From an optimization exercise on the open Yosys and OpenROAD flow, aimed at small area and a short achievable clock period; shortcuts taken in it are not production practice. Function was checked by simulation only, so behaviour that the tests miss may differ from the original. Power is estimated from default activity; no workload was simulated.

==> flow/design.v <==
module cpu8(clk,rst,IR,Data_in,PC,MW_out,Address,Data_out,R0d,R1d,R2d,R3d,R4d,R5d,R6d,R7d);
input clk,rst;
input [15:0] IR;
input [7:0] Data_in;
output [7:0] PC;
output MW_out;
output [7:0] Address,Data_out,R0d,R1d,R2d,R3d,R4d,R5d,R6d,R7d;
reg [7:0] PC;
reg [7:0] R0d,R1d,R2d,R3d,R4d,R5d,R6d,R7d;
wire [2:0] DA = IR[8:6];
wire [2:0] AA = IR[5:3];
wire [2:0] BA = IR[2:0];
wire MB = IR[15];
wire MD = IR[13];
wire RW = ~IR[14];
wire MW = IR[14] & ~IR[15];
wire PL = IR[14] & IR[15];
wire JB = IR[13];
wire BC = IR[9];
wire [3:0] FS = {IR[12:10], ~PL & IR[9]};
reg [7:0] A, Bd;
always @(*) begin
	case (AA)
	3'd0: A = R0d; 3'd1: A = R1d; 3'd2: A = R2d; 3'd3: A = R3d;
	3'd4: A = R4d; 3'd5: A = R5d; 3'd6: A = R6d; default: A = R7d;
	endcase
	case (BA)
	3'd0: Bd = R0d; 3'd1: Bd = R1d; 3'd2: Bd = R2d; 3'd3: Bd = R3d;
	3'd4: Bd = R4d; 3'd5: Bd = R5d; 3'd6: Bd = R6d; default: Bd = R7d;
	endcase
end
wire [7:0] B = MB ? {5'b00000, IR[2:0]} : Bd;
wire [7:0] X = FS[2] ? (FS[1] ? 8'hFF : ~B) : (FS[1] ? B : 8'h00);
wire [8:0] S9 = {A, 1'b1} + {X, FS[0]};
wire [7:0] S = S9[8:1];
reg [3:0] tt;
always @(*) begin
	case (FS[1:0])
	2'd0: tt = 4'b1000;    
	2'd1: tt = 4'b1110;    
	2'd2: tt = 4'b0110;    
	default: tt = 4'b0011;  
	endcase
end
wire [7:0] Bs = FS[1] ? (FS[0] ? 8'h00 : {B[6:0], 1'b0}) : (FS[0] ? {1'b0, B[7:1]} : B);
wire [7:0] L;
genvar gl;
generate for (gl = 0; gl < 8; gl = gl + 1) begin : lu
	assign L[gl] = FS[2] ? Bs[gl] : tt[{A[gl], B[gl]}];
end endgenerate
wire [7:0] G = FS[3] ? L : S;
wire [7:0] BusD = MD ? Data_in : G;
wire WE = RW & ~rst;
always @(posedge clk) begin
	if (WE && DA == 3'd0) R0d <= BusD;
	if (WE && DA == 3'd1) R1d <= BusD;
	if (WE && DA == 3'd2) R2d <= BusD;
	if (WE && DA == 3'd3) R3d <= BusD;
	if (WE && DA == 3'd4) R4d <= BusD;
	if (WE && DA == 3'd5) R5d <= BusD;
	if (WE && DA == 3'd6) R6d <= BusD;
	if (WE && DA == 3'd7) R7d <= BusD;
end
assign MW_out = MW & ~rst;
assign Address = A;
assign Data_out = B;
wire Zb = ~|G;
wire Nb = G[7];
wire jump = PL & JB;
wire branch = PL & ~JB & (BC ? Nb : Zb);
wire [7:0] ic;
assign ic[0] = 1'b1;
genvar gi;
generate for (gi = 1; gi < 8; gi = gi + 1) begin : inc
	assign ic[gi] = ic[gi-1] & PC[gi-1];
end endgenerate
wire [7:0] PC_inc = PC ^ ic;
wire [7:0] PC_br = PC + {2'b00, IR[8:6], IR[2:0]};
wire sj = ~rst & jump;
wire sb = ~rst & branch;
wire si = ~rst & ~jump & ~branch;
always @(posedge clk)
	PC <= ({8{sj}} & A) | ({8{sb}} & PC_br) | ({8{si}} & PC_inc);
endmodule
==> flow/flow/run.sh <==
#!/bin/bash
# Layout flow: the standard ORFS flow (standard.sh) with these changes:
#  - synthesis leaves adders to ABC (no half/full adder cell extraction), so
#    the carry logic is mapped for delay together with the rest; registers
#    are the same as in the standard synthesis
#  - plain buffers (not delay cells) on the ports; the smallest one on ports
#    driven straight by registers (R0d..R7d, PC)
#  - a clock tree of clkbuf_8 without dummy loads
#  - timing repair by resizing and pin swaps only (no buffer insertion)
# Every tool's output is in the ORFS logs under orfs/logs; make's in standard.log.
set -o pipefail
export ADDER_MAP_FILE=
export BUFFER_PORTS_ARGS="-buffer_cell sky130_fd_sc_hd__buf_2"
export POST_GLOBAL_PLACE_TCL=$(pwd)/flow/small_out_bufs.tcl
export SETUP_MOVE_SEQUENCE="unbuffer,sizeup,swap"
export CTS_ARGS="-sink_clustering_enable -repair_clock_nets -dont_use_dummy_load -buf_list sky130_fd_sc_hd__clkbuf_8"
bash standard.sh finish > standard.log 2>&1
==> flow/flow/small_out_bufs.tcl <==
# Ports fed straight from registers (R0d..R7d, PC) are not timing-critical:
# give them the smallest buffer instead of the one buffer_ports used.
set db [ord::get_db]
set block [ord::get_db_block]
set small [$db findMaster sky130_fd_sc_hd__buf_1]
set n 0
foreach bt [$block getBTerms] {
  if {![regexp {^(R[0-7]d|PC)\[} [$bt getName]]} { continue }
  set net [$bt getNet]
  if {$net eq "NULL"} { continue }
  foreach it [$net getITerms] {
    if {[$it isOutputSignal]} {
      set inst [$it getInst]
      if {[[$inst getMaster] getName] eq "sky130_fd_sc_hd__buf_2"} { $inst swapMaster $small; incr n }
    }
  }
}
puts "small_out_bufs: $n output buffers resized to buf_1"
==> flow/standard.sh <==
#!/bin/bash
# synth_recipe.tcl (not shown) runs the flow's synth.tcl, then flattens the netlist and writes it again
# the make line also repeats each setting of config.mk as NAME=value (left out here)
make -C /OpenROAD-flow-scripts/flow DESIGN_CONFIG=/design/flow/config.mk WORK_HOME=/design/flow/orfs CLKGATE_MAP_FILE= SYNTH_SCRIPT=/design/flow/synth_recipe.tcl "${@:-finish}"
==> flow/config.mk <==
export PLATFORM = sky130hd
export DESIGN_NAME = cpu8
export DESIGN_NICKNAME = cpu8
export VERILOG_FILES = /design/flow/design.v
export SDC_FILE = /design/flow/constraint.sdc
export NUM_CORES = 4
export LEC_CHECK = 0
export ABC_AREA = 1
export CAP_MARGIN = 20
export CORE_MARGIN = 2
export CORE_UTILIZATION = 40
export SETUP_SLACK_MARGIN = 2.75
export SLEW_MARGIN = 20
==> flow/constraint.sdc <==
create_clock -name core_clock -period 7.0 [get_ports {clk}]
set_input_delay 1.4000 -clock core_clock [delete_from_list [all_inputs] [get_ports {clk}]]
set_output_delay 1.4000 -clock core_clock [all_outputs]
set_load 0.01 [all_outputs]
==> metrics.md, run 1 <==
| Metric | Value |
|---|---|
| Run status | `complete, no violations` |
| RSZ-0062 raised after global routing | `true` |
| Deepest clock path buffer count | `2` |
| Die X | `117 um` |
| # Max-Cap Violations | `0` |
| Final setup violation count | `0` |
| Crit Reg-Reg Startpoint | `R0d[0]` |
| Max frequency | `0.238 GHz` |
| Net Count, Synth | `743` |
| Die Area | `13,700 sq um` |
| Data arrival, critical path | `2.81 ns` |
| Crit Path Class | `input pin to output pin` |
| Core area | `12,600 sq um` |
| P&R area growth vs syn | `17.4%` |
| Vias | `5,353` |
| H-tree levels | `3` |
| Sum Neg Setup Slack | `0 ns` |
| Post-route DRC | `0` |
| Post-synth EDFFs | `64` |
| Final WL | `18,400 um` |
| Leakage power | `2.76 nW` |
| Seq/Total Area, Yosys | `40.6%` |
| CTS tree | `yes` |
| Final Total Pwr | `1.08 mW` |
| Pin count of the biggest net entering global routing | `17` |
| Crit share post-route | `60.1%` |
| Global Route Usage Sum | `27.2%` |
| Clock Skews | `0.0209 ns` |
| Initial antenna violation count | `0` |
| Nets@finish | `856` |
| CTS buffer count | `9` |
| Hpwl dp | `14,600 um` |
| Vias per std cell | `5.35` |
| # rows | `41` |
| Chip Height | `117 um` |
| Vias in the first global route | `4,918` |
| Async S/R FF share, synth | `0%` |
| Crit path from | `IR[5]` |
| Most common cell in the synthesized netlist | `nand2_1` |
| CTS Sinks | `72` |
| Initial core utilization | `40.8%` |
| Power per cell area | `179 nW/um^2` |
| First-pass GRT wire length | `27,700 um` |
| Synth Warn # | `1` |
| Cell variety after synth | `37` |
| Most instantiated cells after synthesis | `nand2_1, inv_1, nor2_1, nand3_1, edfxtp_1` |
| Worst Path Required | `5.60 ns` |
| Clock root buffer master | `clkbuf_8` |
| Endpoints failing hold | `0` |
| Initial drt markers | `512` |
| Clk slew on worst S/H paths | `0.06 ns` |
| DR WL/cell | `18.4 um` |
| Top Ports | `115` |
| Reg2Reg Setup Slack | `3.96 ns` |
| Hold WC Path Type | `flop to flop` |
| Worst slew pin tran | `0.992 ns` |
| Hold buffer count at CTS | `0` |
| Setup Buffers After CTS | `0` |
| Top_reg_cell synth | `edfxtp_1` |
| CP Max Fanout | `6` |
| Final number of max-transition violations | `0` |
| Min Tclk post-route | `4.21 ns` |
| Cell count after synthesis | `717` |
| Yosys top cell area share | `37.5%` |
| Top post-synthesis cells by area | `edfxtp_1, nand2_1, inv_1` |
| Overflow after GRT | `0` |
| Mean Syn Cell Area | `7.15 sq um` |
| Layout cells sized above 1 | `14.9%` |
| Core Util, Final | `47.9%` |
| TritonRoute pass-1 iters | `6` |
| Worst skew pair latency | `0.36 ns` |
| Cell area after synthesis | `5120 sq um` |
| ANT nets after route | `0` |
| Antenna cells | `0` |
| Max VDD drop | `88.8 uV` |
| Critical Path Start Type | `input pin` |
| I/O Buffers | `114` |
| Slew headroom | `33.6%` |
| HP Start | `PC[0]` |
| Synth area leader | `edfxtp_1` |
| Crit path capture type | `output pin` |
| FF+latch count, synth | `72` |
-- logic make-up after synthesis --
kind of cell	share of synthesized area (%)
and+or+nand+nor	35.1
DFF	40.6
adders and majority gates	0.391
AOI/OAI and AO/OA	10.9
xor gates and xnor gates	2.91
buffers and inverters	10.1
-- worst max-delay path, cell delays in order --
cell and delay [ns]:
buf_2 0.15, inv_2 0.08, nand3_2 0.17, inv_2 0.08, nand2_1 0.06, o21ai_1 0.06
a21oi_1 0.12, nand4_1 0.39, buf_2 0.30
-- power breakdown --
| group | leakage [nW] | internal [mW] | switching [mW] |
|---|---|---|---|
| Sequential | 0.645 | 0.488 | 0.0115 |
| Clock | 0.0647 | 0.115 | 0.145 |
| Combinational | 2.05 | 0.0945 | 0.226 |
-- through the flow --
stage	hold slack, ns	instance area, sq um	setup slack, ns	std cells
2_1_floorplan	0.564	5120	3.32	717
3_3_place_gp	0.571	5840	1.82	991
3_5_place_dp	0.584	5750	1.86	991
4_1_cts	0.598	5910	2.73	1000
5_1_grt	0.639	6010	2.70	1000
6_report	0.608	6010	2.79	1000
-- layer usage --
metal	routed length (um)	track usage, %	vias up
met5	0	0	-
met4	496	8.47	0
met3	1030	3.81	33
met2	8690	44.8	236
met1	8180	37.3	2494
li1	-	-	2590
-- flip-flops by register name (all words and copies together), names as in the netlist --
register / cells
PC: 8
R0d: 8
R1d: 8
R2d: 8
R3d: 8
R4d: 8
R5d: 8
R6d: 8
R7d: 8
-- area by class of cell --
| cell class | instances | area, sq um |
|---|---|---|
| clock buffer | 9 | 124 |
| fill | 1320 | 6550 |
| inverter | 118 | 459 |
| multi-input combinational | 515 | 2640 |
| sequential | 72 | 2080 |
| tap | 172 | 215 |
| timing repair buffer | 114 | 495 |
-- final timing paths --
kind,to,cells past startpoint
min reg2reg,PC[0],3
max,Address[3],9
min,PC[0],3
max reg2reg,PC[6],18
-- cell usage in the layout, fill, tap and decap left out, types with 3 or more instances in the layout --
cell and count:
nand2_2 12, dfxtp_1 8, a21oi_1 15, nor2_2 6, clkinvlp_4 3, inv_2 15
xor2_1 11, xnor2_1 6, nor2_1 75, o21ai_1 11, nand4_1 22, nand3_1 65
o211ai_1 12, buf_1 72, o22ai_1 11, clkbuf_8 9, o21ai_0 30, buf_2 39
nand3_2 11, nor3_1 4, nand2_1 193, clkinv_1 3, nand2_4 7, inv_1 95
edfxtp_1 64, nor2_4 3
-- repair_timing --
action | CTS | global route
hold endpoints to repair | 0 | 0
resized for setup | 15 | 34
endpoints found under the setup margin | 37 | 72
pin swaps | 0 | 5
==> inputs of run 2 (changes only) <==
--- a/flow/config.mk
+++ b/flow/config.mk
@@ -8,6 +8,6 @@
 export ABC_AREA = 1
 export CAP_MARGIN = 20
 export CORE_MARGIN = 2
-export CORE_UTILIZATION = 40
+export CORE_UTILIZATION = 55
 export SETUP_SLACK_MARGIN = 2.75
 export SLEW_MARGIN = 20
==> run 2 against run 1 <==
Effect of this change: final cell count is 6.0% lower; setup slack improved by 0.012 ns; combinational power hardly changed; final area down 0.27%; core utilization rose by 18 points; synthesized cell count unchanged; clock power decreased by 3%; synthesized area is the same; first-iteration DRC count grew 14%; non-clock buffer count up 1; sequential share of layout area up 0.094 points; largest power group unchanged; highest routed layer unchanged.
==> metrics.md, run 2 <==
| Metric | Value |
|---|---|
| Run status | `complete, no violations` |
| Net Count, Synth | `743` |
| Synth Area in Compound Gates | `10.9%` |
| Final WL | `17,300 um` |
| Post-Synth Adder-Cell Area | `0.391%` |
| Vias in the first global route | `4,777` |
| Mux contribution to synthesized area | `0%` |
| Hpwl dp | `13,300 um` |
| Layout cells sized above 1 | `15.0%` |
| Register area | `2080 sq um` |
| DR WL/cell | `18.4 um` |
| Async S/R FF share, synth | `0%` |
| Final number of max-transition violations | `0` |
| H-tree levels | `3` |
| ANT nets after route | `0` |
| FILL cells | `794` |
| Clock root buffer master | `clkbuf_8` |
| Total placed cells including tap cells | `930` |
| Cell count after synthesis | `717` |
| Area of the multi-input gates | `2670 sq um` |
| # Max-Cap Violations | `0` |
| First-pass GRT wire length | `25,500 um` |
| Antenna cells | `0` |
| # rows | `35` |
| Core area | `9150 sq um` |
| Sum Neg Setup Slack | `0 ns` |
| Finished Layout Cells | `940` |
| Post-route DRC | `0` |
| Final setup violation count | `0` |
| Crit Reg-Reg Startpoint | `R1d[3]` |
| TritonRoute pass-1 iters | `6` |
| Worst Path Required | `5.60 ns` |
| Crit Path Class | `input pin to output pin` |
| Slew headroom | `26.5%` |
| Mean Syn Cell Area | `7.15 sq um` |
| Die Area | `10,100 sq um` |
| Initial antenna violation count | `0` |
| Crit share post-route | `59.9%` |
| Vias | `5,546` |
| Global Route Usage Sum | `33.8%` |
| Clk slew on worst S/H paths | `0.06 ns` |
| Vias per std cell | `5.90` |
| Initial core utilization | `56.0%` |
| Nets@finish | `857` |
| Most common cell after layout, fill and taps aside | `nand2_1` |
| Post-synth EDFFs | `64` |
| Seq/Total Area, Yosys | `40.6%` |
| Synth Warn # | `1` |
| Worst r2r path cells | `20` |
| Initial drt markers | `583` |
| Deepest clock path buffer count | `2` |
| FF+latch count, synth | `72` |
| Synth area leader | `edfxtp_1` |
| Endpoints failing hold | `0` |
| Leakage power | `2.77 nW` |
| Largest family of logic cells by synthesized area | `simple AND/OR/NAND/NOR gates` |
| CTS buffer count | `9` |
| CTS tree | `yes` |
| Worst slew pin tran | `1.10 ns` |
| I/O Buffers | `114` |
| Reg-to-reg endpoint | `PC[6]` |
| CP Max Fanout | `13` |
| Hold buffer count at CTS | `0` |
| Most frequent cells in the layout | `nand2_1, inv_1, nor2_1` |
| Chip Height | `101 um` |
| Synth Area in Simple Gates | `35.1%` |
| RSZ-0062 raised after global routing | `true` |
| Worst skew pair latency | `0.35 ns` |
| Die X | `101 um` |
| Critical Path Start Type | `input pin` |
| Power per cell area | `178 nW/um^2` |
| Hold Crit Depth | `3` |
| HP Start | `PC[0]` |
| Xor and xnor area share after synthesis | `2.91%` |
| Clock Skews | `0.0257 ns` |
| Max frequency | `0.238 GHz` |
| Hold endpoint | `PC[0]` |
| Final Total Pwr | `1.07 mW` |
| Top post-synthesis cells by area | `edfxtp_1, nand2_1, inv_1` |
| CTS Sinks | `72` |
| Overflow after GRT | `0` |
| Most common cell in the synthesized netlist | `nand2_1` |
| Cell area after synthesis | `5120 sq um` |
| Top_reg_cell synth | `edfxtp_1` |
| P&R area growth vs syn | `17.1%` |
| Hold WC Path Type | `flop to flop` |
| Most instantiated cells after synthesis | `nand2_1, inv_1, nor2_1, nand3_1, edfxtp_1` |
| Top Ports | `115` |
| Cell variety after synth | `37` |
| Yosys top cell area share | `37.5%` |
| Crit path capture type | `output pin` |
| Pin count of the biggest net entering global routing | `17` |
| Min Tclk post-route | `4.19 ns` |
| Data arrival, critical path | `2.79 ns` |
| Reg2Reg Setup Slack | `4.12 ns` |
| Max VDD drop | `102 uV` |
-- run 2: layout make-up --
class | count | area share [%]
repair buffers | 115 | 8.70
clock buffers | 9 | 2.07
inverters | 118 | 7.72
flip-flops and latches | 72 | 34.7
well taps | 111 | 2.32
multi-input cells | 515 | 44.5
-- run 2: power by group --
part	switching [mW]	internal [mW]	leakage, nW
registers	0.0108	0.488	0.645
logic	0.222	0.0954	2.07
clock network	0.137	0.115	0.0647
total	0.370	0.698	2.77
-- run 2: metal layers --
metal / wire length, um / part of all wire (%) / up-vias / track usage [%]
li1: - / - / 2589 / -
met1: 7270 / 42 / 2537 / 47.9
met2: 7920 / 46 / 383 / 53.3
met3: 1820 / 10 / 37 / 6.10
met4: 327 / 1.9 / 0 / 10.0
met5: 0 / 0 / - / 0
-- run 2: how the worst max path moves through the flow --
stage,start,cells past startpoint,to
floorplan,IR[1],22,R0d[7]
global placement,IR[2],22,R6d[7]
detailed placement,IR[2],22,R6d[7]
CTS,IR[4],10,Address[5]
global route,IR[1],9,Data_out[7]
finish,IR[1],9,Data_out[7]
-- run 2: what timing repair did --
action / in CTS / in global routing
gates cloned: 0 / 0
setup endpoints to repair: 41 / 59
pin swaps: 1 / 8
buffers inserted: 0 / 0
resized for setup: 16 / 41
-- run 2: worst max-delay path: stages --
cell	delay, ns
buf_6	0.18
clkinvlp_4	0.21
nand3_2	0.21
nor2_1	0.07
a211oi_2	0.22
nand3_1	0.11
nand2_1	0.14
inv_1	0.10
buf_2	0.15
-- run 2: per-stage QoR --
stage	utilization, %	cell area [sq um]	hold WS (ns)	worst slack, ns
final	65.5	6000	0.593	2.81
after detailed placement	62.0	5670	0.572	2.05
after CTS	63.8	5840	0.586	2.72
after floorplan	-	5120	0.564	3.32
after global routing	65.5	6000	0.674	2.73
after global placement	62.9	5760	0.569	2.10
-- run 2: cells by family after synthesis --
logic type                 count (synthesis)
and+or+nand+nor                          402
buffers and inverters                    130
AOI/OAI and AO/OA                         94
DFF                                       72
xor gates and xnor gates                  17
adders and majority gates                  2
==> inputs of run 3 (changes only) <==
--- a/flow/config.mk
+++ b/flow/config.mk
@@ -8,6 +8,6 @@
 export ABC_AREA = 1
 export CAP_MARGIN = 20
 export CORE_MARGIN = 2
-export CORE_UTILIZATION = 55
-export SETUP_SLACK_MARGIN = 2.75
+export CORE_UTILIZATION = 40
+export SETUP_SLACK_MARGIN = 3.0
 export SLEW_MARGIN = 20
==> run 3 against run 2 <==
Effect of this change: still clean on timing, DRC and antenna; via count is 3.2% lower; power is 4.1% higher; final area is 6.3% higher; first-iteration DRC count is 14% lower; clock power is 3% higher; count of clock-buffer cells in the layout stayed put; core utilization is 15 points lower; largest power group unchanged.
==> metrics.md, run 3 <==
| Metric | Value |
|---|---|
| WHS | `0.604 ns` |
| Crit Path Class | `input pin to output pin` |
| Reg-to-reg endpoint | `PC[7]` |
| Critical Path Start Type | `input pin` |
| FILL cells | `1,276` |
| # rows | `41` |
| Crit Reg-Reg Startpoint | `R0d[0]` |
| Net Count, Synth | `743` |
| Area of the multi-input gates | `2860 sq um` |
| Clk slew on worst S/H paths | `0.06 ns` |
| Yosys top cell area share | `37.5%` |
| Worst Path Required | `5.60 ns` |
| ANT nets after route | `0` |
| Final number of max-transition violations | `0` |
| Seq/Total Area, Yosys | `40.6%` |
| Sum Neg Setup Slack | `0 ns` |
| Clock Skews | `0.0220 ns` |
| Hold WC Path Type | `flop to flop` |
| Setup Slack @ Placement | `1.86 ns` |
| Post-synth EDFFs | `64` |
| Nets@finish | `856` |
| Vias in the first global route | `4,947` |
| Layout cells sized above 1 | `20.0%` |
| Initial core utilization | `40.8%` |
| Chip Height | `117 um` |
| CTS Sinks | `72` |
| P&R area growth vs syn | `24.5%` |
| Antenna cells | `0` |
| Data arrival, critical path | `2.68 ns` |
| CP Max Fanout | `13` |
| Global Route Usage Sum | `27.5%` |
| RSZ-0062 raised after global routing | `true` |
| Leakage power | `2.83 nW` |
| I/O Buffers | `114` |
| Min Tclk post-route | `4.08 ns` |
| TritonRoute pass-1 iters | `5` |
| Clock root buffer master | `clkbuf_8` |
| Vias per std cell | `5.37` |
| Post-route DRC | `0` |
| CTS tree | `yes` |
| Crit path from | `IR[1]` |
| Total placed cells including tap cells | `991` |
| Reg2Reg Setup Slack | `4.03 ns` |
| Mean Syn Cell Area | `7.15 sq um` |
| # Max-Cap Violations | `0` |
| PnR worst setup slack | `2.92 ns` |
| Most common cell in the synthesized netlist | `nand2_1` |
| Vias | `5,370` |
| Worst skew pair latency | `0.37 ns` |
| H-tree levels | `3` |
| Most instantiated cells after synthesis | `nand2_1, inv_1, nor2_1, nand3_1, edfxtp_1` |
| First-pass GRT wire length | `28,000 um` |
| Most common cell after layout, fill and taps aside | `nand2_1` |
| Cell variety after synth | `37` |
| Die X | `117 um` |
| Crit share post-route | `58.3%` |
| Run status | `complete, no violations` |
| Worst slew pin tran | `0.956 ns` |
| Final Total Pwr | `1.11 mW` |
| Max frequency | `0.245 GHz` |
| Core Util, Final | `50.8%` |
| Finished Layout Cells | `1,000` |
| Initial antenna violation count | `0` |
| Final Instance Area | `6380 sq um` |
| Final setup violation count | `0` |
| Synth area leader | `edfxtp_1` |
| Worst r2r path cells | `18` |
| Top post-synthesis cells by area | `edfxtp_1, nand2_1, inv_1` |
| DR WL/cell | `18.6 um` |
| Top_reg_cell synth | `edfxtp_1` |
| Endpoints failing hold | `0` |
| Deepest clock path buffer count | `2` |
| Most frequent cells in the layout | `nand2_1, inv_1, buf_1` |
| Die Area | `13,700 sq um` |
| Pin count of the biggest net entering global routing | `17` |
| Cell count after synthesis | `717` |
| Max VDD drop | `88.6 uV` |
| Crit path capture type | `output pin` |
| Overflow after GRT | `0` |
| Async S/R FF share, synth | `0%` |
| Power per cell area | `174 nW/um^2` |
| Core area | `12,600 sq um` |
| Placed cell area | `5750 sq um` |
| CTS buffer count | `9` |
| Register area | `2080 sq um` |
| Top Ports | `115` |
| Synth Warn # | `1` |
| Hpwl dp | `14,600 um` |
| FF+latch count, synth | `72` |
| Slew headroom | `36.0%` |
| Final WL | `18,600 um` |
| Setup crit end | `Data_out[5]` |
| Initial drt markers | `499` |
| Cell area after synthesis | `5120 sq um` |
-- run 3: cell counts after synthesis --
No cell type changed its count.
-- run 3: cell families after synthesis --
family,after synthesis,synth area share (%)
AO/OA/AOI/OAI,94,10.9
XOR/XNOR,17,2.91
adder cells (fa/ha/maj),2,0.391
buffers and inverters,130,10.1
flip-flops,72,40.6
AND/OR/NAND/NOR,402,35.1
-- run 3: worst max-delay path: stages --
cell	delay, ns
buf_16	0.13
clkinvlp_4	0.19
nand3_4	0.17
inv_4	0.05
nand2_1	0.05
o21ai_1	0.07
nor2_1	0.14
nand2_1	0.14
nand2_2	0.14
inv_2	0.07
buf_6	0.12
-- run 3: worst min-delay path by stage --
stage	from	end	slack (ns)	cells past startpoint
final	PC[0]	PC[0]	0.60	3
after global routing	PC[0]	PC[0]	0.64	3
after CTS	PC[0]	PC[0]	0.60	3
after detailed placement	PC[0]	PC[0]	0.58	3
after global placement	PC[0]	PC[0]	0.57	3
after floorplan	PC[0]	PC[0]	0.56	3
-- run 3: report_power, final --
part	internal, mW	switching (mW)	total, mW
clock	0.115	0.146	0.260
sequential	0.488	0.0117	0.499
combinational	0.111	0.241	0.352
total	0.713	0.399	1.11
-- run 3: repair_timing --
action | CTS | global route
pin swaps | 9 | 26
buffers inserted | 0 | 0
resized for setup | 70 | 79
setup endpoints to repair | 80 | 86
hold buffers | 0 | 0
-- run 3: layout make-up --
cell class	instances	share of cell area (%)
Clock buffer	9	1.94
Multi-Input combinational cell	515	44.8
Timing Repair Buffer	114	9.49
Sequential cell	72	32.6
Inverter	118	7.75
Tap cell	172	3.37
-- run 3: routing by layer --
metal | up-vias | wire, um | global-route usage [%]
li1 | 2596 | - | -
met1 | 2507 | 8180 | 38.0
met2 | 240 | 9000 | 45.4
met3 | 27 | 1070 | 3.50
met4 | 0 | 384 | 7.45
met5 | - | 0 | 0
==> inputs of run 4 (changes only) <==
--- a/flow/config.mk
+++ b/flow/config.mk
@@ -9,5 +9,5 @@
 export CAP_MARGIN = 20
 export CORE_MARGIN = 2
 export CORE_UTILIZATION = 40
-export SETUP_SLACK_MARGIN = 3.0
+export SETUP_SLACK_MARGIN = 2.9
 export SLEW_MARGIN = 20
==> run 4 against run 3 <==
Effect of this change: largest power group unchanged; combinational power decreased by 5%; critical path depth is the same; fmax shrank 0.19%; wire length is 1.0% lower; non-clock buffer count unchanged; flip-flop and latch count unchanged; final area shrank 2.9%; highest routed layer unchanged; still clean; final cell count did not move.
==> metrics.md, run 4 <==
| Metric | Value |
|---|---|
| Vias | `5,334` |
| Seq/Total Area, Yosys | `40.6%` |
| Vias in the first global route | `4,937` |
| Max frequency | `0.245 GHz` |
| Crit Path Class | `input pin to output pin` |
| Worst r2r path cells | `20` |
| Leakage power | `2.79 nW` |
| Top_reg_cell synth | `edfxtp_1` |
| Crit Reg-Reg Startpoint | `R0d[0]` |
| Critical Path Start Type | `input pin` |
| Post-route DRC | `0` |
| Top post-synthesis cells by area | `edfxtp_1, nand2_1, inv_1` |
| CTS tree | `yes` |
| Register area | `2080 sq um` |
| Cell variety after synth | `37` |
| DR WL/cell | `18.4 um` |
| FILL cells | `1,302` |
| Crit path capture type | `output pin` |
| Final Instance Area | `6190 sq um` |
| Setup Buffers After CTS | `0` |
| Antenna cells | `0` |
| # rows | `41` |
| HP Start | `PC[0]` |
| WHS | `0.614 ns` |
| CTS buffer count | `9` |
| Cell area after synthesis | `5120 sq um` |
| I/O Buffers | `114` |
| Post-synth EDFFs | `64` |
| Synth Warn # | `1` |
| Initial antenna violation count | `0` |
| Clock root buffer master | `clkbuf_8` |
| Most common cell after layout, fill and taps aside | `nand2_1` |
| Final WL | `18,400 um` |
| Clk slew on worst S/H paths | `0.06 ns` |
| Worst skew pair latency | `0.36 ns` |
| Initial core utilization | `40.8%` |
| RSZ-0062 raised after global routing | `true` |
| Deepest clock path buffer count | `2` |
| Async S/R FF share, synth | `0%` |
| TritonRoute pass-1 iters | `6` |
| Hold endpoint | `PC[0]` |
| Net Count, Synth | `743` |
| First-pass GRT wire length | `27,900 um` |
| Reg2Reg Setup Slack | `4.03 ns` |
| Nets@finish | `856` |
| Total placed cells including tap cells | `991` |
| Overflow after GRT | `0` |
| Final setup violation count | `0` |
| CTS Sinks | `72` |
| Hold WC Path Type | `flop to flop` |
| Chip Height | `117 um` |
| FF+latch count, synth | `72` |
| Core area | `12,600 sq um` |
| Hold Crit Depth | `3` |
| Top Ports | `115` |
| Synth area leader | `edfxtp_1` |
| Power per cell area | `176 nW/um^2` |
| Most common cell in the synthesized netlist | `nand2_1` |
| # Max-Cap Violations | `0` |
| Mean Syn Cell Area | `7.15 sq um` |
| Initial drt markers | `458` |
| Worst slew pin tran | `0.975 ns` |
| Die Area | `13,700 sq um` |
| CP Max Fanout | `7` |
| Die X | `117 um` |
| H-tree levels | `3` |
| Clock Skews | `0.0222 ns` |
| Max VDD drop | `88.7 uV` |
| Yosys top cell area share | `37.5%` |
| Reg-to-reg endpoint | `PC[7]` |
| Hold buffer count at CTS | `0` |
| Placed cell area | `5750 sq um` |
| P&R area growth vs syn | `20.9%` |
| Most frequent cells in the layout | `nand2_1, inv_1, buf_1` |
| Min Tclk post-route | `4.09 ns` |
| Slew headroom | `34.7%` |
| Run status | `complete, no violations` |
| Hpwl dp | `14,600 um` |
| Most instantiated cells after synthesis | `nand2_1, inv_1, nor2_1, nand3_1, edfxtp_1` |
| Data arrival, critical path | `2.69 ns` |
| Final number of max-transition violations | `0` |
| Crit share post-route | `58.4%` |
| Cell count after synthesis | `717` |
| Finished Layout Cells | `1,000` |
| Global Route Usage Sum | `27.4%` |
| Worst Path Required | `5.60 ns` |
| Endpoints failing hold | `0` |
| Sum Neg Setup Slack | `0 ns` |
| Pin count of the biggest net entering global routing | `17` |
| Setup Slack @ Placement | `1.86 ns` |
| ANT nets after route | `0` |
| Area of the multi-input gates | `2760 sq um` |
| Layout cells sized above 1 | `18.4%` |
| PnR worst setup slack | `2.91 ns` |
| Vias per std cell | `5.33` |
## run 4: power breakdown
group / total, mW / internal [mW] / switching, mW
registers: 0.499 / 0.488 / 0.0116
logic: 0.336 / 0.102 / 0.234
clock network: 0.258 / 0.115 / 0.143
total: 1.09 / 0.705 / 0.388
## run 4: area by class of cell
cell class | count | area share (%)
Clock buffer | 9 | 2.00
Inverter | 118 | 7.66
Multi-Input combinational cell | 515 | 44.6
Sequential cell | 72 | 33.6
Tap cell | 172 | 3.47
Timing Repair Buffer | 114 | 8.69
## run 4: critical path: stages
cell	delay, ns
buf_4	0.15
inv_2	0.07
nand3_2	0.09
inv_4	0.06
nand2_1	0.07
o21ai_1	0.09
a221oi_2	0.26
nand3_1	0.15
o21ai_2	0.09
inv_2	0.10
buf_2	0.15
## run 4: repair_timing
item,CTS,global route
pin swaps,4,23
setup endpoints to repair,78,73
gates resized for setup,43,63
## run 4: cell families after synthesis
group	share of synthesized area [%]
AOI/OAI and AO/OA	10.9
xor gates and xnor gates	2.91
and+or+nand+nor	35.1
DFF	40.6
adders and majority gates	0.391
buffers and inverters	10.1
## run 4: per-stage QoR
stage	power, mW	util, %
after CTS	1.08	47.7
after detailed placement	0.811	45.7
after global routing	1.15	49.3
after floorplan	0.711	-
after global placement	0.813	46.4
final	1.09	49.3
## run 4: worst max-delay path by stage
| stage | start | endpoint | slack (ns) | cells past startpoint |
|---|---|---|---|---|
| after floorplan | IR[1] | R0d[7] | 3.32 | 22 |
| after global placement | IR[2] | R3d[7] | 1.82 | 21 |
| after detailed placement | IR[0] | R3d[7] | 1.86 | 20 |
| after CTS | IR[3] | Address[7] | 2.88 | 11 |
| after global routing | IR[15] | PC[7] | 2.86 | 22 |
| final | IR[3] | Address[7] | 2.91 | 11 |
## run 4: routing by layer
| layer | global-route usage, % | wire length, um |
|---|---|---|
| met5 | 0 | 0 |
| met3 | 3.50 | 983 |
| met4 | 7.53 | 416 |
| met1 | 37.8 | 8210 |
| met2 | 45.6 | 8840 |
==> inputs of run 5 (changes only) <==
--- a/flow/config.mk
+++ b/flow/config.mk
@@ -9,5 +9,5 @@
 export CAP_MARGIN = 20
 export CORE_MARGIN = 2
 export CORE_UTILIZATION = 40
-export SETUP_SLACK_MARGIN = 2.9
+export SETUP_SLACK_MARGIN = 2.6
 export SLEW_MARGIN = 20
==> run 5 against run 4 <==
Effect of this change: still clean on timing, DRC and antenna; non-clock buffer count did not move; sequential power about the same; power fell by 1.8%; synthesized cell count unchanged; clock skew about the same; die area did not move; worst hold slack got worse by 0.0056 ns; core utilization is 2.1 points lower; final cell count is the same; sequential share of layout area increased by 1.5 points; fmax decreased by 5.5%; synthesized area unchanged; critical path type unchanged; critical endpoint is now Data_out[7]; largest cell class unchanged.
==> metrics.md, run 5 <==
| Metric | Value |
|---|---|
| Run status | `complete, no violations` |
| Overflow after GRT | `0` |
| FF+latch count, synth | `72` |
| CTS Sinks | `72` |
| CP Max Fanout | `13` |
| Yosys top cell area share | `37.5%` |
| Nets@finish | `856` |
| Most frequent cells in the layout | `nand2_1, inv_1, nor2_1` |
| Core area | `12,600 sq um` |
| Power per cell area | `181 nW/um^2` |
| Switching power | `379 uW` |
| PnR worst setup slack | `2.68 ns` |
| Post-route DRC | `0` |
| Synth area leader | `edfxtp_1` |
| # Max-Cap Violations | `0` |
| Cell area after synthesis | `5120 sq um` |
| Final Instance Area | `5940 sq um` |
| H-tree levels | `3` |
| Most common cell in the synthesized netlist | `nand2_1` |
| TritonRoute pass-1 iters | `8` |
| Most common cell after layout, fill and taps aside | `nand2_1` |
| Final Total Pwr | `1.07 mW` |
| CTS tree | `yes` |
| # rows | `41` |
| Initial antenna violation count | `0` |
| Setup Slack @ Placement | `1.86 ns` |
| Clk slew on worst S/H paths | `0.06 ns` |
| Placed cell area | `5750 sq um` |
| Finished Layout Cells | `1,000` |
| Worst Path Required | `5.60 ns` |
| Final setup violation count | `0` |
| Pin count of the biggest net entering global routing | `17` |
| Core Util, Final | `47.2%` |
| Crit share post-route | `61.8%` |
| Leakage power | `2.76 nW` |
| Clock Skews | `0.0224 ns` |
| Min Tclk post-route | `4.32 ns` |
| Layout cells sized above 1 | `12.3%` |
| Global Route Usage Sum | `27.2%` |
| Chip Height | `117 um` |
| Hold WC Path Type | `flop to flop` |
| Final WL | `18,400 um` |
| Crit path capture type | `output pin` |
| Setup Buffers After CTS | `0` |
| Max frequency | `0.231 GHz` |
| Initial drt markers | `462` |
| Vias | `5,356` |
| CTS buffer count | `9` |
| Top Ports | `115` |
| Critical Path Start Type | `input pin` |
| Total placed cells including tap cells | `991` |
| Die X | `117 um` |
| Cell variety after synth | `37` |
| Deepest clock path buffer count | `2` |
| Post-synth EDFFs | `64` |
| Slew headroom | `34.4%` |
| Data arrival, critical path | `2.92 ns` |
| Top_reg_cell synth | `edfxtp_1` |
| Comb power frac | `29.3%` |
| Net Count, Synth | `743` |
| Endpoints failing hold | `0` |
| Async S/R FF share, synth | `0%` |
| Vias per std cell | `5.36` |
| Die Area | `13,700 sq um` |
| Vias in the first global route | `4,932` |
| Cell count after synthesis | `717` |
| Crit Path Class | `input pin to output pin` |
| Int Pwr | `694 uW` |
| Worst skew pair latency | `0.36 ns` |
| Synth Warn # | `1` |
| P&R area growth vs syn | `15.8%` |
| Max VDD drop | `88.8 uV` |
| First-pass GRT wire length | `27,700 um` |
| Final number of max-transition violations | `0` |
| Net Sw Frac | `35.3%` |
| ANT nets after route | `0` |
| I/O Buffers | `114` |
| Top post-synthesis cells by area | `edfxtp_1, nand2_1, inv_1` |
| Most instantiated cells after synthesis | `nand2_1, inv_1, nor2_1, nand3_1, edfxtp_1` |
| DR WL/cell | `18.4 um` |
| Hpwl dp | `14,600 um` |
| Sum Neg Setup Slack | `0 ns` |
| Clock root buffer master | `clkbuf_8` |
| Sequential power share | `46.5%` |
| Antenna cells | `0` |
| RSZ-0062 raised after global routing | `true` |
| Worst slew pin tran | `0.981 ns` |
| Clk network pwr share | `24.2%` |
| Initial core utilization | `40.8%` |
| WHS | `0.608 ns` |
| Seq/Total Area, Yosys | `40.6%` |
| Mean Syn Cell Area | `7.15 sq um` |
run 5: changes by cell type in the layout (fill, tap and decap cells not counted), sizes merged:
cell / before / now
buf: 114 / 112
clkbuf: 9 / 11
clkinvlp: 3 / 1
inv: 112 / 114
run 5: worst paths after layout:
kind | start | end | slack [ns] | depth (start not counted)
max | IR[1] | Data_out[7] | 2.68 | 11
min reg2reg | PC[0] | PC[0] | 0.61 | 3
min | PC[0] | PC[0] | 0.61 | 3
max reg2reg | R0d[0] | PC[6] | 3.96 | 18
run 5: per-layer routing:
layer	up-vias	GRT usage [%]	share of wire (%)
li1	2583	-	-
met4	0	8.71	2.9
met2	234	44.6	47
met3	38	3.91	6.3
met5	-	0	0
met1	2501	37.2	44
run 5: timing repair:
| action | in CTS | in global routing |
|---|---|---|
| pin swaps | 0 | 1 |
| endpoints found under the setup margin | 27 | 63 |
| resized for setup | 7 | 17 |
| hold buffers | 0 | 0 |
run 5: cell families (layout without fill, tap and decap cells):
kind of cell,after synthesis,count (layout),synth area share [%]
AND/OR/NAND/NOR,402,402,35.1
adder cells (fa/ha/maj),2,2,0.391
AO/OA/AOI/OAI,94,94,10.9
flip-flops,72,72,40.6
XOR/XNOR,17,17,2.91
buffers and inverters,130,241,10.1
run 5: power groups by stage:
| stage | logic (mW) | clock network [mW] | registers, mW |
|---|---|---|---|
| 2_1_floorplan | 0.202 | 0 | 0.509 |
| 3_3_place_gp | 0.306 | 0 | 0.508 |
| 3_5_place_dp | 0.302 | 0 | 0.509 |
| 4_1_cts | 0.305 | 0.265 | 0.499 |
| 5_1_grt | 0.349 | 0.282 | 0.500 |
| 6_report | 0.314 | 0.260 | 0.499 |
run 5: worst max-delay path: stages:
cell and delay [ns]:
clkbuf_4 0.23, nor2_4 0.09, nand2_1 0.16, inv_1 0.11, nand2_1 0.07, nand2_1 0.05, a211oi_1 0.29, nand3_1 0.13
nand2_1 0.15, inv_1 0.11, buf_2 0.15
run 5: area by class of cell:
type | instances | area, sq um
fill | 1338 | 6630
tap | 172 | 215
clock buffer | 9 | 124
sequential | 72 | 2080
multi-input combinational | 515 | 2570
inverter | 118 | 452
timing repair buffer | 114 | 488
==> inputs of run 6 (changes only) <==
--- a/flow/flow/run.sh
+++ b/flow/flow/run.sh
@@ -6,12 +6,10 @@
 #  - plain buffers (not delay cells) on the ports; the smallest one on ports
 #    driven straight by registers (R0d..R7d, PC)
 #  - a clock tree of clkbuf_8 without dummy loads
-#  - timing repair by resizing and pin swaps only (no buffer insertion)
 # Every tool's output is in the ORFS logs under orfs/logs; make's in standard.log.
 set -o pipefail
 export ADDER_MAP_FILE=
 export BUFFER_PORTS_ARGS="-buffer_cell sky130_fd_sc_hd__buf_2"
 export POST_GLOBAL_PLACE_TCL=$(pwd)/flow/small_out_bufs.tcl
-export SETUP_MOVE_SEQUENCE="unbuffer,sizeup,swap"
 export CTS_ARGS="-sink_clustering_enable -repair_clock_nets -dont_use_dummy_load -buf_list sky130_fd_sc_hd__clkbuf_8"
 bash standard.sh finish > standard.log 2>&1
--- a/flow/config.mk
+++ b/flow/config.mk
@@ -9,5 +9,5 @@
 export CAP_MARGIN = 20
 export CORE_MARGIN = 2
 export CORE_UTILIZATION = 40
-export SETUP_SLACK_MARGIN = 2.6
+export SETUP_SLACK_MARGIN = 3.0
 export SLEW_MARGIN = 20
==> run 6 against run 5 <==
Effect of this change: worst hold slack better by 0.0034 ns; clock skew up 0.0013 ns; first-iteration DRC count is 17% higher; final cell count up 4.0%; sequential share of layout area shrank 3.7 points; clock power barely moved; count of clock-buffer cells in the layout stayed put; sequential power about the same; critical path type unchanged; critical endpoint unchanged; largest cell class unchanged.
==> metrics.md, run 6 <==
| Metric | Value |
|---|---|
| First-pass GRT wire length | `28,200 um` |
| Top Ports | `115` |
| Die X | `117 um` |
| Core Util, Final | `52.8%` |
| Slowest cell on crit path | `a211oi_2` |
| Top post-synthesis cells by area | `edfxtp_1, nand2_1, inv_1` |
| Hold Crit Depth | `3` |
| Final Total Pwr | `1.14 mW` |
| Clk slew on worst S/H paths | `0.06 ns` |
| Core area | `12,600 sq um` |
| Most instantiated cells after synthesis | `nand2_1, inv_1, nor2_1, nand3_1, edfxtp_1` |
| P&R area growth vs syn | `29.6%` |
| Cell area after synthesis | `5120 sq um` |
| Vias in the first global route | `5,050` |
| Global Route Usage Sum | `27.7%` |
| Async S/R FF share, synth | `0%` |
| Cell count after synthesis | `717` |
| Placed cell area | `5750 sq um` |
| PnR worst setup slack | `2.96 ns` |
| Crit Reg-Reg Startpoint | `R4d[7]` |
| Max VDD drop | `88.6 uV` |
| Total placed cells including tap cells | `991` |
| Deepest clock path buffer count | `2` |
| Pin count of the biggest net entering global routing | `17` |
| Worst r2r path cells | `19` |
| Most common cell in the synthesized netlist | `nand2_1` |
| Setup Slack @ Placement | `1.86 ns` |
| Crit share post-route | `57.7%` |
| Final number of max-transition violations | `0` |
| DR WL/cell | `18.5 um` |
| Crit path from | `IR[0]` |
| Post-route DRC | `0` |
| Antenna cells | `0` |
| Final Instance Area | `6640 sq um` |
| Cell variety after synth | `37` |
| Post-synth EDFFs | `64` |
| Nets@finish | `896` |
| CTS buffer count | `9` |
| Slew headroom | `33.6%` |
| Power per cell area | `172 nW/um^2` |
| Vias per std cell | `5.38` |
| Vias | `5,591` |
| CTS tree | `yes` |
| Initial antenna violation count | `0` |
| Overflow after GRT | `0` |
| Sum Neg Setup Slack | `0 ns` |
| I/O Buffers | `114` |
| Hpwl dp | `14,600 um` |
| Yosys top cell area share | `37.5%` |
| Mean Syn Cell Area | `7.15 sq um` |
| TritonRoute pass-1 iters | `7` |
| # Max-Cap Violations | `0` |
| Hold WC Path Type | `flop to flop` |
| Final WL | `19,300 um` |
| Data arrival, critical path | `2.64 ns` |
| Run status | `complete, no violations` |
| Critical path's largest stage delay | `0.25 ns` |
| Setup crit end | `Data_out[7]` |
| FF+latch count, synth | `72` |
| Crit Path Class | `input pin to output pin` |
| Most frequent cells in the layout | `nand2_1, inv_1, buf_1` |
| Layout cells sized above 1 | `23.6%` |
| Die Area | `13,700 sq um` |
| CP Cell Sequence | `buf_12, nor2_4, buf_6, nand2_4, inv_2, nand2_1, nand2_1, a211oi_2, nand3_1, nand2_2, inv_2, buf_6` |
| CP Max Fanout | `13` |
| Clock Skews | `0.0238 ns` |
| Clock root buffer master | `clkbuf_8` |
| Critical Path Start Type | `input pin` |
| WHS | `0.611 ns` |
| Worst skew pair latency | `0.37 ns` |
| RSZ-0062 raised after global routing | `true` |
| Net Count, Synth | `743` |
| Reg2Reg Setup Slack | `4.12 ns` |
| Hold buffer count at CTS | `0` |
| Worst slew pin tran | `0.992 ns` |
| ANT nets after route | `0` |
| Most common cell after layout, fill and taps aside | `nand2_1` |
| CTS Sinks | `72` |
| Crit path capture type | `output pin` |
| Top_reg_cell synth | `edfxtp_1` |
| Max frequency | `0.248 GHz` |
| Seq/Total Area, Yosys | `40.6%` |
| Leakage power | `3.03 nW` |
| Final setup violation count | `0` |
| Worst Path Required | `5.60 ns` |
| Min Tclk post-route | `4.04 ns` |
| Finished Layout Cells | `1,040` |
| Synth Warn # | `1` |
| H-tree levels | `3` |
| Initial core utilization | `40.8%` |
| Initial drt markers | `539` |
| Synth area leader | `edfxtp_1` |
| Chip Height | `117 um` |
| Reg-to-reg endpoint | `PC[7]` |
| Endpoints failing hold | `0` |
| # rows | `41` |
run 6: cell counts after synthesis:
Identical to the previous run, type by type.
run 6: cells by family after synthesis:
family          Yosys count  synth area share [%]
flops                    72                  40.6
fa+ha+maj                 2                 0.391
xor+xnor                 17                  2.91
compound gates           94                  10.9
simple gates            402                  35.1
buf+inv                 130                  10.1
run 6: what timing repair did:
| action | 4_1_cts | 5_1_grt |
|---|---|---|
| endpoints found under the setup margin | 80 | 85 |
| resized for setup | 42 | 93 |
| pin swaps | 5 | 29 |
| buffers inserted | 16 | 24 |
run 6: layout make-up:
| type | instances | area (sq um) |
|---|---|---|
| fillers | 1270 | 5930 |
| multi-input cells | 515 | 2860 |
| flip-flops and latches | 72 | 2080 |
| repair buffers | 154 | 895 |
| inverters | 118 | 469 |
| well taps | 172 | 215 |
| clock buffers | 9 | 124 |
run 6: how the worst min path moves through the flow:
| stage | from | to | slack [ns] |
|---|---|---|---|
| 4_1_cts | PC[0] | PC[0] | 0.60 |
| 3_3_place_gp | PC[0] | PC[0] | 0.57 |
| 3_5_place_dp | PC[0] | PC[0] | 0.58 |
| 5_1_grt | PC[0] | PC[0] | 0.64 |
| 6_report | PC[0] | PC[0] | 0.61 |
| 2_1_floorplan | PC[0] | PC[0] | 0.56 |
run 6: power by group:
| group | total [mW] | leakage, nW | internal (mW) | switching (mW) |
|---|---|---|---|---|
| Sequential | 0.499 | 0.645 | 0.488 | 0.0115 |
| Clock | 0.260 | 0.0647 | 0.115 | 0.145 |
| Combinational | 0.380 | 2.32 | 0.132 | 0.248 |
run 6: critical path, delay by kind of cell:
kind | cells | cell delay (ns)
buffers and inverters | 5 | 0.49
AND/OR/NAND/NOR | 6 | 0.49
AO/OA/AOI/OAI | 1 | 0.25
run 6: routing by layer:
| metal | track usage (%) | wire (um) | vias to the layer above |
|---|---|---|---|
| li1 | - | - | 2671 |
| met2 | 45.2 | 9070 | 280 |
| met3 | 3.71 | 1250 | 52 |
| met4 | 9.57 | 679 | 0 |
| met5 | 0 | 0 | - |
| met1 | 38.1 | 8270 | 2588 |
==> inputs of run 7 (changes only) <==
--- a/flow/config.mk
+++ b/flow/config.mk
@@ -9,5 +9,5 @@
 export CAP_MARGIN = 20
 export CORE_MARGIN = 2
 export CORE_UTILIZATION = 40
-export SETUP_SLACK_MARGIN = 3.0
+export SETUP_SLACK_MARGIN = 2.5
 export SLEW_MARGIN = 20
==> run 7 against run 6 <==
Effect of this change: still clean; die area stayed put; sequential power hardly changed; count of clock-buffer cells in the layout stayed put; flip-flop and latch count stayed put; combinational power is 18% lower; critical endpoint is now Address[7]; largest cell class unchanged; highest routed layer unchanged.
==> metrics.md, run 7 <==
| Metric | Value |
|---|---|
| # rows | `41` |
| Run status | `complete, no violations` |
| Most instantiated cells after synthesis | `nand2_1, inv_1, nor2_1, nand3_1, edfxtp_1` |
| Slew headroom | `25.0%` |
| Yosys top cell area share | `37.5%` |
| Mean Syn Cell Area | `7.15 sq um` |
| Power per cell area | `181 nW/um^2` |
| CTS tree | `yes` |
| Hold Crit Depth | `3` |
| Most frequent cells in the layout | `nand2_1, inv_1, nor2_1` |
| Clk network pwr share | `24.3%` |
| Data arrival, critical path | `2.99 ns` |
| Reg2Reg Setup Slack | `3.87 ns` |
| Core area | `12,600 sq um` |
| CP Cell Sequence | `buf_2, inv_1, nand3_1, inv_2, nand2_1, o21ai_0, a221oi_1, nand3_1, o21ai_0, inv_1, buf_2` |
| Post-synth EDFFs | `64` |
| HP Start | `PC[0]` |
| Net Sw Frac | `35.3%` |
| Crit share post-route | `62.7%` |
| Deepest clock path buffer count | `2` |
| Max VDD drop | `88.6 uV` |
| Overflow after GRT | `0` |
| Post-route DRC | `0` |
| I/O Buffers | `114` |
| Critical Path Start Type | `input pin` |
| Layout cells sized above 1 | `12.4%` |
| CTS buffer count | `9` |
| Hpwl dp | `14,600 um` |
| Cell variety after synth | `37` |
| Clk slew on worst S/H paths | `0.06 ns` |
| Worst skew pair latency | `0.36 ns` |
| Top Ports | `115` |
| Reg-to-reg endpoint | `R2d[1]` |
| Placed cell area | `5750 sq um` |
| Met2 routed WL | `8700 um` |
| Vias per std cell | `5.35` |
| Critical path depth | `11` |
| Most common cell after layout, fill and taps aside | `nand2_1` |
| Final number of max-transition violations | `0` |
| Initial core utilization | `40.8%` |
| TritonRoute pass-1 iters | `5` |
| Switching power | `379 uW` |
| RSZ-0062 raised after global routing | `false` |
| Final WL | `18,400 um` |
| Die Area | `13,700 sq um` |
| Async S/R FF share, synth | `0%` |
| Hold WC Path Type | `flop to flop` |
| Finished Layout Cells | `1,000` |
| Comb power frac | `29.2%` |
| Min Tclk post-route | `4.39 ns` |
| Synth Warn # | `1` |
| Core Util, Final | `47.2%` |
| Endpoints failing hold | `0` |
| Sequential power share | `46.5%` |
| Max frequency | `0.228 GHz` |
| Chip Height | `117 um` |
| Top Metal Used | `met4` |
| CTS Sinks | `72` |
| Crit Path Class | `input pin to output pin` |
| Cell count after synthesis | `717` |
| Crit Reg-Reg Startpoint | `R0d[0]` |
| Clock root buffer master | `clkbuf_8` |
| PnR worst setup slack | `2.61 ns` |
| Setup Buffers After CTS | `0` |
| DR WL/cell | `18.4 um` |
| P&R area growth vs syn | `15.8%` |
| Total placed cells including tap cells | `991` |
| Vias in the first global route | `4,921` |
| WHS | `0.607 ns` |
| H-tree levels | `3` |
| Initial drt markers | `456` |
| Top_reg_cell synth | `edfxtp_1` |
| Critical path's largest stage delay | `0.39 ns` |
| Sum Neg Setup Slack | `0 ns` |
| Leakage power | `2.76 nW` |
| Hold buffer count at CTS | `0` |
| WL met1 | `8100 um` |
| Global Route Usage Sum | `27.2%` |
| Nets@finish | `856` |
| Die X | `117 um` |
| Slowest cell on crit path | `a221oi_1` |
| Final setup violation count | `0` |
| Synth area leader | `edfxtp_1` |
| Int Pwr | `694 uW` |
| Final Total Pwr | `1.07 mW` |
| Net Count, Synth | `743` |
| Worst slew pin tran | `1.11 ns` |
| Pin count of the biggest net entering global routing | `17` |
| Cell area after synthesis | `5120 sq um` |
| Antenna cells | `0` |
| Worst path top cell family by delay | `buffers and inverters` |
| # Max-Cap Violations | `0` |
| Clock Skews | `0.0242 ns` |
| Worst r2r path cells | `11` |
| Hold endpoint | `PC[0]` |
| WL met3 | `1070 um` |
| Initial antenna violation count | `0` |
| FF+latch count, synth | `72` |
| Final Instance Area | `5930 sq um` |
| Top post-synthesis cells by area | `edfxtp_1, nand2_1, inv_1` |
| Crit path buf inv count | `5` |
| Worst Path Required | `5.60 ns` |
| Crit path capture type | `output pin` |
| Crit path from | `IR[3]` |
| Setup Slack @ Placement | `1.86 ns` |
| ANT nets after route | `0` |
| Most common cell in the synthesized netlist | `nand2_1` |
| Seq/Total Area, Yosys | `40.6%` |
| First-pass GRT wire length | `27,700 um` |
| Vias | `5,354` |
| CP Max Fanout | `7` |
[run 7: cell counts after synthesis]
Identical to the previous run, type by type.
[run 7: layer usage]
layer  vias up  global-route usage (%)
met1      2500                    37.4
met3        37                    4.02
met2       231                    44.3
li1       2586                       -
met5         -                       0
met4         0                    8.94
[run 7: worst max-delay path by stage]
stage                  to  slack (ns)
6_report       Address[7]        2.61
4_1_cts            R2d[7]        2.50
2_1_floorplan      R0d[7]        3.32
3_5_place_dp       R3d[7]        1.86
5_1_grt             PC[7]        2.51
3_3_place_gp       R3d[7]        1.82
[run 7: logic make-up after synthesis]
family	share of synthesized area, %
flops	40.6
simple gates	35.1
buf+inv	10.1
fa+ha+maj	0.391
xor+xnor	2.91
compound gates	10.9
[run 7: what timing repair did]
action | in CTS | in global routing
endpoints found under the hold margin | 0 | 0
gates resized for setup | 1 | 19
setup endpoints to repair | 8 | 54
[run 7: final cells by class]
| cell class | count | area, sq um |
|---|---|---|
| clock buffers | 9 | 124 |
| fillers | 1336 | 6640 |
| inverters | 118 | 449 |
| multi-input cells | 515 | 2570 |
| flip-flops and latches | 72 | 2080 |
| well taps | 172 | 215 |
| repair buffers | 114 | 488 |
[run 7: worst reg2reg max path, stage by stage, from the launching register on]
cell and delay (ns):
edfxtp_1 0.44, inv_1 0.08, nor2_1 0.04, nor3_1 0.21
nand4_1 0.32, nand3_2 0.26, nand3_2 0.12, nand2_1 0.16
nand2_1 0.07, nand3_1 0.10, nand2_1 0.09, o21ai_0 0.87
[run 7: power by group through the flow]
stage	clock, mW	combinational (mW)	sequential [mW]
after floorplan	0	0.202	0.509
after global placement	0	0.306	0.508
after detailed placement	0	0.302	0.509
after CTS	0.265	0.304	0.499
after global routing	0.280	0.348	0.500
final	0.260	0.313	0.499
==> inputs of run 8 (changes only) <==
--- a/flow/config.mk
+++ b/flow/config.mk
@@ -9,5 +9,5 @@
 export CAP_MARGIN = 20
 export CORE_MARGIN = 2
 export CORE_UTILIZATION = 40
-export SETUP_SLACK_MARGIN = 2.5
+export SETUP_SLACK_MARGIN = 2.75
 export SLEW_MARGIN = 20
==> run 8 against run 7 <==
Effect of this change: sequential share of layout area is 0.86 points lower; flip-flop and latch count stayed put; via count is 0.84% higher; non-clock buffer count is 13 higher; synthesized area stayed put; critical endpoint is now Address[6].
==> metrics.md, run 8 <==
| Metric | Value |
|---|---|
| Reg-to-reg endpoint | `PC[7]` |
| Worst Path Required | `5.60 ns` |
| CTS tree | `yes` |
| Endpoints failing hold | `0` |
| DR WL/cell | `18.3 um` |
| Vias | `5,399` |
| Net Sw Frac | `35.2%` |
| Cell variety after synth | `37` |
| Yosys top cell area share | `37.5%` |
| Net Count, Synth | `743` |
| Reg2Reg Setup Slack | `3.99 ns` |
| Worst skew pair latency | `0.36 ns` |
| CTS Sinks | `72` |
| Cell area after synthesis | `5120 sq um` |
| Final Total Pwr | `1.09 mW` |
| Vias per std cell | `5.33` |
| Crit share post-route | `59.7%` |
| Max VDD drop | `88.8 uV` |
| Final Instance Area | `6080 sq um` |
| Final WL | `18,500 um` |
| FILL cells | `1,323` |
| Hold buffer count at CTS | `0` |
| Pin count of the biggest net entering global routing | `17` |
| Post-synth EDFFs | `64` |
| Critical path's largest stage delay | `0.15 ns` |
| Worst r2r path cells | `18` |
| Most frequent cells in the layout | `nand2_1, inv_1, nor2_1` |
| Chip Height | `117 um` |
| Most common cell after layout, fill and taps aside | `nand2_1` |
| Min Tclk post-route | `4.18 ns` |
| Crit path capture type | `output pin` |
| Power per cell area | `179 nW/um^2` |
| First-pass GRT wire length | `27,700 um` |
| CP Max Fanout | `6` |
| # rows | `41` |
| Mean Syn Cell Area | `7.15 sq um` |
| Top post-synthesis cells by area | `edfxtp_1, nand2_1, inv_1` |
| Initial core utilization | `40.8%` |
| Antenna cells | `0` |
| CTS buffer count | `9` |
| Most used cell, CP | `nand2_1` |
| Core area | `12,600 sq um` |
| Max frequency | `0.239 GHz` |
| Run status | `complete, no violations` |
| Final number of max-transition violations | `0` |
| Critical Path Start Type | `input pin` |
| Die Area | `13,700 sq um` |
| Worst slew pin tran | `1.00 ns` |
| Nets@finish | `869` |
| # Max-Cap Violations | `0` |
| Sequential power share | `45.9%` |
| Clock Skews | `0.0204 ns` |
| Seq/Total Area, Yosys | `40.6%` |
| I/O Buffers | `114` |
| Top Ports | `115` |
| TritonRoute pass-1 iters | `5` |
| Final setup violation count | `0` |
| Crit Path Class | `input pin to output pin` |
| H-tree levels | `3` |
| Clk slew on worst S/H paths | `0.06 ns` |
| Switching power | `382 uW` |
| Deepest clock path buffer count | `2` |
| Clock root buffer master | `clkbuf_8` |
| Hpwl dp | `14,600 um` |
| Leakage power | `2.82 nW` |
| ANT nets after route | `0` |
| P&R area growth vs syn | `18.7%` |
| HP Start | `PC[0]` |
| Post-route DRC | `0` |
| Int Pwr | `705 uW` |
| Synth Warn # | `1` |
| Most common cell in the synthesized netlist | `nand2_1` |
| Placed cell area | `5750 sq um` |
| Cell count after synthesis | `717` |
| Initial antenna violation count | `0` |
| Comb power frac | `30.2%` |
| Hold WC Path Type | `flop to flop` |
| Layout cells sized above 1 | `15.2%` |
| Top_reg_cell synth | `edfxtp_1` |
| Most instantiated cells after synthesis | `nand2_1, inv_1, nor2_1, nand3_1, edfxtp_1` |
| Synth area leader | `edfxtp_1` |
| Global Route Usage Sum | `27.2%` |
| Crit Reg-Reg Startpoint | `R0d[0]` |
| Hold Crit Depth | `3` |
| Overflow after GRT | `0` |
| Slew headroom | `33.1%` |
| Data arrival, critical path | `2.78 ns` |
| FF+latch count, synth | `72` |
| Clk network pwr share | `23.8%` |
| Vias in the first global route | `4,918` |
| Slowest cell on crit path | `buf_2` |
| Hold endpoint | `PC[0]` |
| Sum Neg Setup Slack | `0 ns` |
| WHS | `0.599 ns` |
| Initial drt markers | `610` |
| CP Cell Sequence | `buf_2, nor2_1, nand2_1, inv_2, nand2_1, o21ai_0, nor2_1, nand2_1, nand2_1, inv_2, buf_2` |
| Async S/R FF share, synth | `0%` |
| Die X | `117 um` |
| RSZ-0062 raised after global routing | `false` |
[run 8: timing repair]
action,4_1_cts,5_1_grt
pin swaps,0,5
setup buffers,0,13
resized for setup,15,25
setup endpoints to repair,37,72
[run 8: worst max path at each step]
stage,startpoint,to,slack [ns]
CTS,IR[4],Address[6],2.73
global placement,IR[2],R3d[7],1.82
finish,IR[4],Address[6],2.82
detailed placement,IR[0],R3d[7],1.86
floorplan,IR[1],R0d[7],3.32
global route,IR[2],PC[7],2.74
[run 8: per-layer routing]
layer	GRT usage [%]	routed length, um	vias to the layer above
met4	8.47	429	0
met2	44.8	8870	225
met3	3.81	1030	28
met1	37.3	8210	2536
met5	0	0	-
li1	-	-	2610
[run 8: cells by family (layout without fill, tap and decap cells)]
group | count (synthesis) | in the layout | synth area share (%)
AND/OR/NAND/NOR | 402 | 402 | 35.1
buffers and inverters | 130 | 254 | 10.1
AO/OA/AOI/OAI | 94 | 94 | 10.9
flip-flops | 72 | 72 | 40.6
XOR/XNOR | 17 | 17 | 2.91
adder cells (fa/ha/maj) | 2 | 2 | 0.391
[run 8: area by class of cell]
class	instances	area, sq um	share of cell area, %
clock buffer	9	124	2.04
inverter	118	459	7.55
multi-input combinational	515	2600	42.8
sequential	72	2080	34.2
tap	172	215	3.54
timing repair buffer	127	597	9.82
[run 8: metrics by stage]
stage | cells | setup WS (ns) | utilization, %
5_1_grt | 1013 | 2.74 | 48.4
3_5_place_dp | 991 | 1.86 | 45.7
6_report | 1013 | 2.82 | 48.4
4_1_cts | 1000 | 2.73 | 47.0
2_1_floorplan | 717 | 3.32 | -
3_3_place_gp | 991 | 1.82 | 46.4
[run 8: critical path, delay by kind of cell]
family / cells / cell delay, ns
AO/OA/AOI/OAI: 1 / 0.12
buffers and inverters: 4 / 0.58
AND/OR/NAND/NOR: 6 / 0.67
[run 8: power by group through the flow]
stage          clock network, mW  logic, mW  registers, mW
3_5_place_dp                   0      0.302          0.509
2_1_floorplan                  0      0.202          0.509
5_1_grt                    0.281      0.364          0.500
6_report                   0.259      0.329          0.499
4_1_cts                    0.265      0.308          0.499
3_3_place_gp                   0      0.306          0.508
==> inputs of run 9 (changes only) <==
--- a/flow/flow/run.sh
+++ b/flow/flow/run.sh
@@ -6,10 +6,12 @@
 #  - plain buffers (not delay cells) on the ports; the smallest one on ports
 #    driven straight by registers (R0d..R7d, PC)
 #  - a clock tree of clkbuf_8 without dummy loads
+#  - timing repair by resizing and pin swaps only (no buffer insertion)
 # Every tool's output is in the ORFS logs under orfs/logs; make's in standard.log.
 set -o pipefail
 export ADDER_MAP_FILE=
 export BUFFER_PORTS_ARGS="-buffer_cell sky130_fd_sc_hd__buf_2"
 export POST_GLOBAL_PLACE_TCL=$(pwd)/flow/small_out_bufs.tcl
-export CTS_ARGS="-sink_clustering_enable -repair_clock_nets -dont_use_dummy_load -buf_list sky130_fd_sc_hd__clkbuf_8"
+export SETUP_MOVE_SEQUENCE="unbuffer,sizeup,swap"
+export CTS_ARGS="-sink_clustering_enable -repair_clock_nets -dont_use_dummy_load -buf_list sky130_fd_sc_hd__clkbuf_8 -sink_clustering_size 24 -sink_clustering_max_diameter 100"
 bash standard.sh finish > standard.log 2>&1
==> run 9 against run 8 <==
Effect of this change: core utilization fell by 0.52 points; non-clock buffer count fell by 13; count of clock-buffer cells in the layout did not move; worst hold slack improved by 0.0088 ns; sequential power barely moved; first-iteration DRC count fell by 16%; combinational power fell by 3%; critical endpoint is now Address[3]; setup slack got worse by 0.030 ns; sequential share of layout area rose by 0.37 points; final cell count fell by 1.3%.
==> metrics.md, run 9 <==
| Metric | Value |
|---|---|
| Vias in the first global route | `4,918` |
| Critical Path Start Type | `input pin` |
| Crit Reg-Reg Startpoint | `R0d[0]` |
| CP Max Fanout | `6` |
| Slew headroom | `33.6%` |
| Antenna cells | `0` |
| First-pass GRT wire length | `27,700 um` |
| Clock Skews | `0.0209 ns` |
| Most common cell after layout, fill and taps aside | `nand2_1` |
| FF+latch count, synth | `72` |
| Reg-to-reg endpoint | `PC[6]` |
| Synth area leader | `edfxtp_1` |
| Die Area | `13,700 sq um` |
| Cell area after synthesis | `5120 sq um` |
| Max frequency | `0.238 GHz` |
| Crit Path Class | `input pin to output pin` |
| DR WL/cell | `18.4 um` |
| ANT nets after route | `0` |
| Reg2Reg Setup Slack | `3.96 ns` |
| CP Cell Sequence | `buf_2, inv_2, nand3_2, inv_2, nand2_1, o21ai_1, a21oi_1, nand4_1, buf_2` |
| Leakage power | `2.76 nW` |
| Worst r2r path cells | `18` |
| Initial core utilization | `40.8%` |
| Synth Area in Simple Gates | `35.1%` |
| Seq/Total Area, Yosys | `40.6%` |
| FILL cells | `1,320` |
| Total placed cells including tap cells | `991` |
| Synth Area in Compound Gates | `10.9%` |
| # Max-Cap Violations | `0` |
| RSZ-0062 raised after global routing | `true` |
| Top post-synthesis cells by area | `edfxtp_1, nand2_1, inv_1` |
| Cell count after synthesis | `717` |
| Layout cells sized above 1 | `14.9%` |
| Crit path from | `IR[5]` |
| Die X | `117 um` |
| Most instantiated cells after synthesis | `nand2_1, inv_1, nor2_1, nand3_1, edfxtp_1` |
| Hpwl dp | `14,600 um` |
| Deepest clock path buffer count | `2` |
| Yosys top cell area share | `37.5%` |
| Post-Synth Adder-Cell Area | `0.391%` |
| Chip Height | `117 um` |
| Core area | `12,600 sq um` |
| Final number of max-transition violations | `0` |
| Sum Neg Setup Slack | `0 ns` |
| Top_reg_cell synth | `edfxtp_1` |
| Global Route Usage Sum | `27.2%` |
| Final WL | `18,400 um` |
| Run status | `complete, no violations` |
| Nets@finish | `856` |
| CTS buffer count | `9` |
| Slowest cell on crit path | `nand4_1` |
| Finished Layout Cells | `1,000` |
| Critical path's largest stage delay | `0.39 ns` |
| Worst slew pin tran | `0.992 ns` |
| Pin count of the biggest net entering global routing | `17` |
| Vias per std cell | `5.35` |
| CTS Sinks | `72` |
| H-tree levels | `3` |
| Min Tclk post-route | `4.21 ns` |
| Worst skew pair latency | `0.36 ns` |
| Most common cell in the synthesized netlist | `nand2_1` |
| Net Count, Synth | `743` |
| Cell variety after synth | `37` |
| Top Ports | `115` |
| WHS | `0.608 ns` |
| Initial drt markers | `512` |
| Final setup violation count | `0` |
| Xor and xnor area share after synthesis | `2.91%` |
| Data arrival, critical path | `2.81 ns` |
| Worst Path Required | `5.60 ns` |
| Mux contribution to synthesized area | `0%` |
## run 9: critical path, delay by kind of cell
kind / cells / cell delay (ns)
buffers and inverters: 4 / 0.61
AND/OR/NAND/NOR: 3 / 0.62
AO/OA/AOI/OAI: 2 / 0.18
## run 9: per-stage QoR
step	cell area [sq um]	total power, mW	utilization (%)	setup slack (ns)
6_report	6010	1.08	47.9	2.79
5_1_grt	6010	1.14	47.9	2.70
4_1_cts	5910	1.07	47.0	2.73
3_5_place_dp	5750	0.811	45.7	1.86
3_3_place_gp	5840	0.813	46.4	1.82
2_1_floorplan	5120	0.711	-	3.32
## run 9: logic make-up after synthesis
group / Yosys count
adders and majority gates: 2
AOI/OAI and AO/OA: 94
xor gates and xnor gates: 17
buffers and inverters: 130
and+or+nand+nor: 402
DFF: 72
## run 9: routing by layer
metal / GRT usage (%) / up-vias / routed length (um) / share of wire [%]
met5: 0 / - / 0 / 0
met4: 8.47 / 0 / 496 / 2.7
met3: 3.81 / 33 / 1030 / 5.6
met2: 44.8 / 236 / 8690 / 47
met1: 37.3 / 2494 / 8180 / 44
li1: - / 2590 / - / -
## run 9: layout make-up
cell class	instances	area [sq um]	area share, %
clock buffer	9	124	2.06
timing repair buffer	114	495	8.24
inverter	118	459	7.63
multi-input combinational	515	2640	43.9
tap	172	215	3.58
sequential	72	2080	34.6
## run 9: worst min path at each step
stage	from	endpoint	slack (ns)	cells past startpoint
CTS	PC[0]	PC[0]	0.60	3
finish	PC[0]	PC[0]	0.61	3
floorplan	PC[0]	PC[0]	0.56	3
global placement	PC[0]	PC[0]	0.57	3
global route	PC[0]	PC[0]	0.64	3
detailed placement	PC[0]	PC[0]	0.58	3
## run 9: power by group
part	internal, mW	switching, mW	total, mW	leakage (nW)
combinational	0.0945	0.226	0.320	2.05
sequential	0.488	0.0115	0.499	0.645
clock	0.115	0.145	0.260	0.0647
## run 9: timing repair
action	CTS	global route
gates cloned	0	0
gates resized for setup	15	34
hold buffers	0	0
pin swaps	0	5
setup endpoints to repair	37	72
buffers inserted	0	0

Re-timed with assumed drivers on the ports (clkbuf_16 on the clock, buf_2 on other inputs), run 9 has 2.763 ns of setup slack against 2.794 ns with ideal ports, and 2.581 ns once port delays also move by the mid clock arrival of 0.389 ns.
